Source: an optimization exercise on an open RTL-to-GDS flow (aim: small area and a short achievable clock period). Production flows keep margins and buffers that such runs may drop.
Where RTL was checked, it was by simulation tests only, not by an equivalence proof against the original.
The flow treats the clock pin as an ideal source, which a real chip does not have.
No activity file was given, so power comes from the tool's default toggle rates.

// top_module
module top_module(
    input clk,
    input rst,
    input [15:0] sw,
    input btnC,
    output reg [6:0] seg,
    output reg [3:0] an,
    output reg bitti,
    output [1:0] p
    );
==> module top_module, before the edit <==
module top_module(
    input clk,
    input rst,
    input [15:0] sw,
    input btnC,
    output reg [6:0] seg,
    output reg [3:0] an,
    output reg bitti,
    output [1:0] p
    );
    reg btnC_prev;
    reg s0, sira, p0, p1;
    reg s1;              
    reg arm;             
    reg [15:0] sayi0, sayi1;
    reg [15:0] m;
    assign p = {p1, p0};
    wire gir = btnC & ~btnC_prev;
    wire cmp = btnC & arm;
    wire [15:0] tah_n = ~(sw & {16{s1}});
    wire [15:0] sa;
    mux16 smux(.sel(sira), .a(sayi0), .b(sayi1), .y(sa));
    wire [15:0] m_n;
    match_matrix mm(.g_n(tah_n), .s(sa), .m(m_n));
    always @(posedge clk) begin
        if (rst) begin
            btnC_prev <= 1'b0;
            s0 <= 1'b0;
            p0 <= 1'b1;
            s1 <= 1'b0;
            sira <= 1'b0;
            p1 <= 1'b1;
            arm <= 1'b0;
        end else begin
            btnC_prev <= btnC;
            arm <= ~btnC & s0 & ~bitti;
            if (gir) begin
                s0 <= 1'b1;
                if (s0) begin
                    p0 <= 1'b0;
                    s1 <= 1'b1;
                end
                sira <= ~sira;
            end
            if (cmp) p1 <= ~sira;
        end
    end
    wire win = btnC & arm & ~rst;
    always @(posedge clk)
        bitti <= (bitti & ~rst) | (win & m_n[0] & m_n[5] & m_n[10] & m_n[15]);
    always @(posedge clk) begin
        if (!s0) sayi0 <= sw;
        if (!s1) sayi1 <= sw;
        if (cmp) m <= m_n;
    end
    wire [3:0] v;
    digit_sel ds(.m(m), .s1(s1), .an(an), .v(v));
    wire [6:0] seg_n;
    hex7 hx(.v(v), .seg(seg_n));
    always @(posedge clk) begin
        if (rst) begin
            an <= 4'b1111;
            seg <= 7'b000_0000;
        end else begin
            an <= {an[2:0], an[3] & ~&an[2:0]};
            seg <= seg_n;
        end
    end
endmodule
==> flow/config.mk <==
export PLATFORM = sky130hd
export DESIGN_NAME = top_module
export DESIGN_NICKNAME = top_module
export VERILOG_FILES = /design/flow/design.v
export SDC_FILE = /design/flow/constraint.sdc
export NUM_CORES = 4
export LEC_CHECK = 0
export ABC_AREA = 0
export CAP_MARGIN = 20
export CORE_MARGIN = 2
export CORE_UTILIZATION = 70
export SLEW_MARGIN = 20
export SYNTH_HIERARCHICAL = 1
==> flow/constraint.sdc <==
create_clock -name core_clock -period 12.5 [get_ports {clk}]
set_input_delay 2.5000 -clock core_clock [delete_from_list [all_inputs] [get_ports {clk}]]
set_output_delay 2.5000 -clock core_clock [all_outputs]
set_load 0.01 [all_outputs]
standard.sh (not shown) runs the stock make flow with config.mk's settings and CLKGATE_MAP_FILE= SYNTH_SCRIPT=/design/flow/synth_recipe.tcl, a recipe that flattens the netlist after the stock synthesis.
==> flow/flow/run.sh <==
#!/bin/bash
# ORFS layout with plain buffers on the ports, a small clock tree, and after
# clock tree synthesis a resizing pass (flow/post_cts.tcl) that trades slack
# for area and then sizes the critical paths up to a tighter target.
set -euo pipefail
here=$(pwd)
bash standard.sh synth > synth.log 2>&1
bash standard.sh \
  "BUFFER_PORTS_ARGS=-buffer_cell sky130_fd_sc_hd__buf_1" \
  "CTS_ARGS=-sink_clustering_enable -repair_clock_nets -dont_use_dummy_load" \
  "POST_CTS_TCL=$here/flow/post_cts.tcl" \
  finish > layout.log 2>&1
Other scripts of this flow, unchanged in this note and not shown: flow/flow/downsize.tcl, flow/flow/margin.txt, flow/flow/post_cts.tcl
Edit:
--- a/flow/design.v
+++ b/flow/design.v
@@ -46,10 +46,12 @@
             if (cmp) p1 <= ~sira;
         end
     end
     wire win = btnC & arm & ~rst;
+    wire bitti_n;
+    win_set ws(.keep(bitti & ~rst), .win(win), .d({m_n[15], m_n[10], m_n[5], m_n[0]}), .y(bitti_n));
     always @(posedge clk)
-        bitti <= (bitti & ~rst) | (win & m_n[0] & m_n[5] & m_n[10] & m_n[15]);
+        bitti <= bitti_n;
     always @(posedge clk) begin
         if (!s0) sayi0 <= sw;
         if (!s1) sayi1 <= sw;
         if (cmp) m <= m_n;
@@ -140,4 +142,12 @@
     assign seg[4] = (v[3] & v[2]) | (~v[3] & ~v[2] & v[1] & ~v[0]);
     assign seg[5] = (v[3] & v[2]) | (v[2] & v[1] & ~v[0]) | (v[3] & v[1] & v[0]) | (v[2] & ~v[1] & v[0]);
     assign seg[6] = (v[3] & v[1] & v[0]) | (~v[3] & v[2] & ~v[1] & ~v[0]) | (~v[3] & ~v[2] & ~v[1] & v[0]);
 endmodule
+module win_set(
+    input keep,
+    input win,
+    input [3:0] d,
+    output y
+    );
+    assign y = ~((~win | ~&d) & ~keep);
+endmodule
The changed run completed without violations.
Utilization fell by 0.36 points.
Synthesized cell count is lower by 0.36%.
Global-route usage goes up by 0.17 points.
Power drops by 1.6%.
Critical path depth climbs by 1.
Via count barely changes.
Final cell count fell by 1.0%.
Worst hold slack improves by 0.017 ns.
Count of clock-buffer cells in the layout stays the same.
Flip-flop and latch count is unchanged.
Design area decreases by 0.46%.
First-iteration DRC count increases by 26%.
Setup slack is worse by 0.016 ns.
No functional check of the RTL was part of the second run of this note.

Another version of the RTL of top_module (not shown whole).
For scale: roughly 400 cells after synthesis, about 0.0043 mm2 of cells after synthesis.
==> module top_module, before the edit <==
module top_module(
    input clk,
    input rst,
    input [15:0] sw,
    input btnC,
    output reg [6:0] seg,
    output reg [3:0] an,
    output reg bitti,
    output [1:0] p
    );
    reg btnC_prev;
    reg s0, p0, sira, p1;
    reg [15:0] sayi0, sayi1;
    reg [15:0] m;
    assign p = {p1, p0};
    wire gir = btnC & ~btnC_prev;
    wire cmp = gir & s0 & ~bitti;
    wire [15:0] tah = p0 ? 16'd0 : sw;
    wire [15:0] sa = sira ? sayi0 : sayi1;
    reg [15:0] m_n;
    integer i, j;
    always @(*)
        for (i = 0; i < 4; i = i + 1)
            for (j = 0; j < 4; j = j + 1)
                m_n[4*i+j] = tah[4*i +: 4] == sa[4*j +: 4];
    always @(posedge clk) begin
        if (rst) begin
            btnC_prev <= 1'b0;
            s0 <= 1'b0;
            p0 <= 1'b1;
            sira <= 1'b0;
            p1 <= 1'b1;
            bitti <= 1'b0;
        end else begin
            btnC_prev <= btnC;
            if (gir) begin
                s0 <= 1'b1;
                if (s0) p0 <= 1'b0;
                sira <= ~sira;
            end
            if (cmp) begin
                p1 <= ~sira;
                if (m_n[0] & m_n[5] & m_n[10] & m_n[15]) bitti <= 1'b1;
            end
        end
    end
    always @(posedge clk) begin
        if (!s0) sayi0 <= sw;
        if (p0) sayi1 <= sw;
        if (cmp) m <= m_n;
    end
    wire [2:0] bull = p0 ? 3'd0 : m[0] + m[5] + m[10] + m[15];
    wire [3:0] cow = p0 ? 4'd0 :
        m[1] + m[2] + m[3] + m[4] + m[6] + m[7] +
        m[8] + m[9] + m[11] + m[12] + m[13] + m[14];
    function [6:0] hex(input [3:0] v);
        case (v)
            4'h0: hex = 7'b000_0001;
            4'h1: hex = 7'b100_1111;
            4'h2: hex = 7'b001_0010;
            4'h3: hex = 7'b000_0110;
            4'h4: hex = 7'b100_1100;
            4'h5: hex = 7'b010_0100;
            4'h6: hex = 7'b010_0000;
            4'h7: hex = 7'b000_1111;
            4'h8: hex = 7'b000_0000;
            4'h9: hex = 7'b000_0100;
            4'hA: hex = 7'b000_1000;
            4'hB: hex = 7'b110_0000;
            4'hC: hex = 7'b011_0001;
            4'hD: hex = 7'b100_0010;
            4'hE: hex = 7'b011_0000;
            default: hex = 7'b011_1000;
        endcase
    endfunction
    always @(posedge clk) begin
        if (rst) begin
            an <= 4'b1111;
            seg <= 7'b000_0000;
        end else if (!an[0]) begin
            an <= 4'b1101;
            seg <= 7'b011_0001;
        end else if (!an[1]) begin
            an <= 4'b1011;
            seg <= hex({1'b0, bull});
        end else if (!an[2]) begin
            an <= 4'b0111;
            seg <= 7'b110_0000;
        end else begin
            an <= 4'b1110;
            seg <= hex(cow);
        end
    end
endmodule
Settings: LEC_CHECK=0, CAP_MARGIN=20, CORE_MARGIN=2, CORE_UTILIZATION=40, SLEW_MARGIN=20; clock period 12.5 ns.
run.sh (not shown) runs the stock make flow with config.mk's settings and CLKGATE_MAP_FILE= SYNTH_SCRIPT=/design/flow/synth_recipe.tcl, a recipe that flattens the netlist after the stock synthesis.
Stock flow here: none of the scripts above is used.
Then changed:
--- a/flow/design.v
+++ b/flow/design.v
@@ -7,40 +7,34 @@
     output reg [6:0] seg,
     output reg [3:0] an,
-    output reg bitti,
+    output bitti,
     output [1:0] p
     );
     reg btnC_prev;
-    reg s0, p0, sira, p1;
+    reg [2:0] bull;
+    reg [3:0] cow;
+    reg s0, s1, sira, p1;
     reg [15:0] sayi0, sayi1;
-    reg [15:0] m;
-    assign p = {p1, p0};
     wire gir = btnC & ~btnC_prev;
-    wire cmp = gir & s0 & ~bitti;
-    wire [15:0] tah = p0 ? 16'd0 : sw;
+    wire cmp = gir & s0 & ~bull[2];
+    wire [15:0] tah = s1 ? sw : 16'd0;
     wire [15:0] sa = sira ? sayi0 : sayi1;
-    reg [15:0] m_n;
-    integer i, j;
-    always @(*)
-        for (i = 0; i < 4; i = i + 1)
-            for (j = 0; j < 4; j = j + 1)
-                m_n[4*i+j] = tah[4*i +: 4] == sa[4*j +: 4];
+    assign p = {p1, ~s1};
+    assign bitti = bull[2];
     always @(posedge clk) begin
         if (rst) begin
             btnC_prev <= 1'b0;
             s0 <= 1'b0;
-            p0 <= 1'b1;
+            s1 <= 1'b0;
             sira <= 1'b0;
             p1 <= 1'b1;
-            bitti <= 1'b0;
         end else begin
             btnC_prev <= btnC;
             if (gir) begin
                 s0 <= 1'b1;
-                if (s0) p0 <= 1'b0;
+                if (s0) s1 <= 1'b1;
                 sira <= ~sira;
             end
             if (cmp) begin
                 p1 <= ~sira;
-                if (m_n[0] & m_n[5] & m_n[10] & m_n[15]) bitti <= 1'b1;
             end
         end
@@ -48,11 +42,26 @@
     always @(posedge clk) begin
         if (!s0) sayi0 <= sw;
-        if (p0) sayi1 <= sw;
-        if (cmp) m <= m_n;
+        if (!s1) sayi1 <= sw;
     end
-    wire [2:0] bull = p0 ? 3'd0 : m[0] + m[5] + m[10] + m[15];
-    wire [3:0] cow = p0 ? 4'd0 :
-        m[1] + m[2] + m[3] + m[4] + m[6] + m[7] +
-        m[8] + m[9] + m[11] + m[12] + m[13] + m[14];
+    reg [2:0] bull_n;
+    reg [3:0] cow_n;
+    integer i, j;
+    always @(*) begin
+        bull_n = 3'd0;
+        cow_n = 4'd0;
+        for (i = 0; i < 4; i = i + 1)
+            for (j = 0; j < 4; j = j + 1)
+                if (i == j) bull_n = bull_n + (tah[4*i +: 4] == sa[4*j +: 4]);
+                else cow_n = cow_n + (tah[4*i +: 4] == sa[4*j +: 4]);
+    end
+    always @(posedge clk) begin
+        if (rst) begin
+            bull <= 3'd0;
+            cow <= 4'd0;
+        end else if (cmp) begin
+            bull <= bull_n;
+            cow <= cow_n;
+        end
+    end
     function [6:0] hex(input [3:0] v);
         case (v)
After rerunning:
- wire length went up by 12%
- global-route usage went up by 2.4 points
- sequential share of layout area came out lower by 1.6 points
- power barely changes
- cell area barely changes
- hold slack loses 0.050 ns
- synthesized area barely changes
- flip-flop and latch count went up by 4
- setup slack gets worse by 3.2 ns
- first-iteration DRC count increases by 36%
No functional check of the RTL was part of any run of this note.

==> what the ideal ports hide <==
The results above use ideal ports. As a check the final layouts listed here were re-extracted and re-timed, cells and wires unchanged. Step 1 (the two cells are an assumption about what drives the block):
set clk [get_ports {clk}]
set_driving_cell -lib_cell sky130_fd_sc_hd__clkbuf_16 $clk
set_driving_cell -lib_cell sky130_fd_sc_hd__buf_2 [delete_from_list [all_inputs] $clk]
Step 2 also shifts input and output timing later by t, the mid clock arrival at the registers, as if the neighbouring blocks saw the same clock. Slacks: ideal ports / drivers / drivers and shift; pairs: ideal ports / drivers.
| run | t (ns) | setup WS [ns] | slew at the worst register clock pin (ns) |
|---|---|---|---|
| the first run of note 1 | 0.362 | 8.948 / 8.948 / 8.599 | 0.07 / 0.07 |
| the second run of note 1 | 0.357 | 8.932 / 8.932 / 8.659 | 0.07 / 0.07 |
| the first run of note 2 | 0.380 | 8.040 / 8.040 / 8.040 | 0.07 / 0.07 |
| the second run of note 2 | 0.384 | 4.802 / 4.809 / 4.425 | 0.08 / 0.08 |
After both steps every run listed still meets setup and hold. The setup slack of the second run of note 2, which loses most, moves by +0.007 ns with the drivers and by -0.377 ns with both steps.
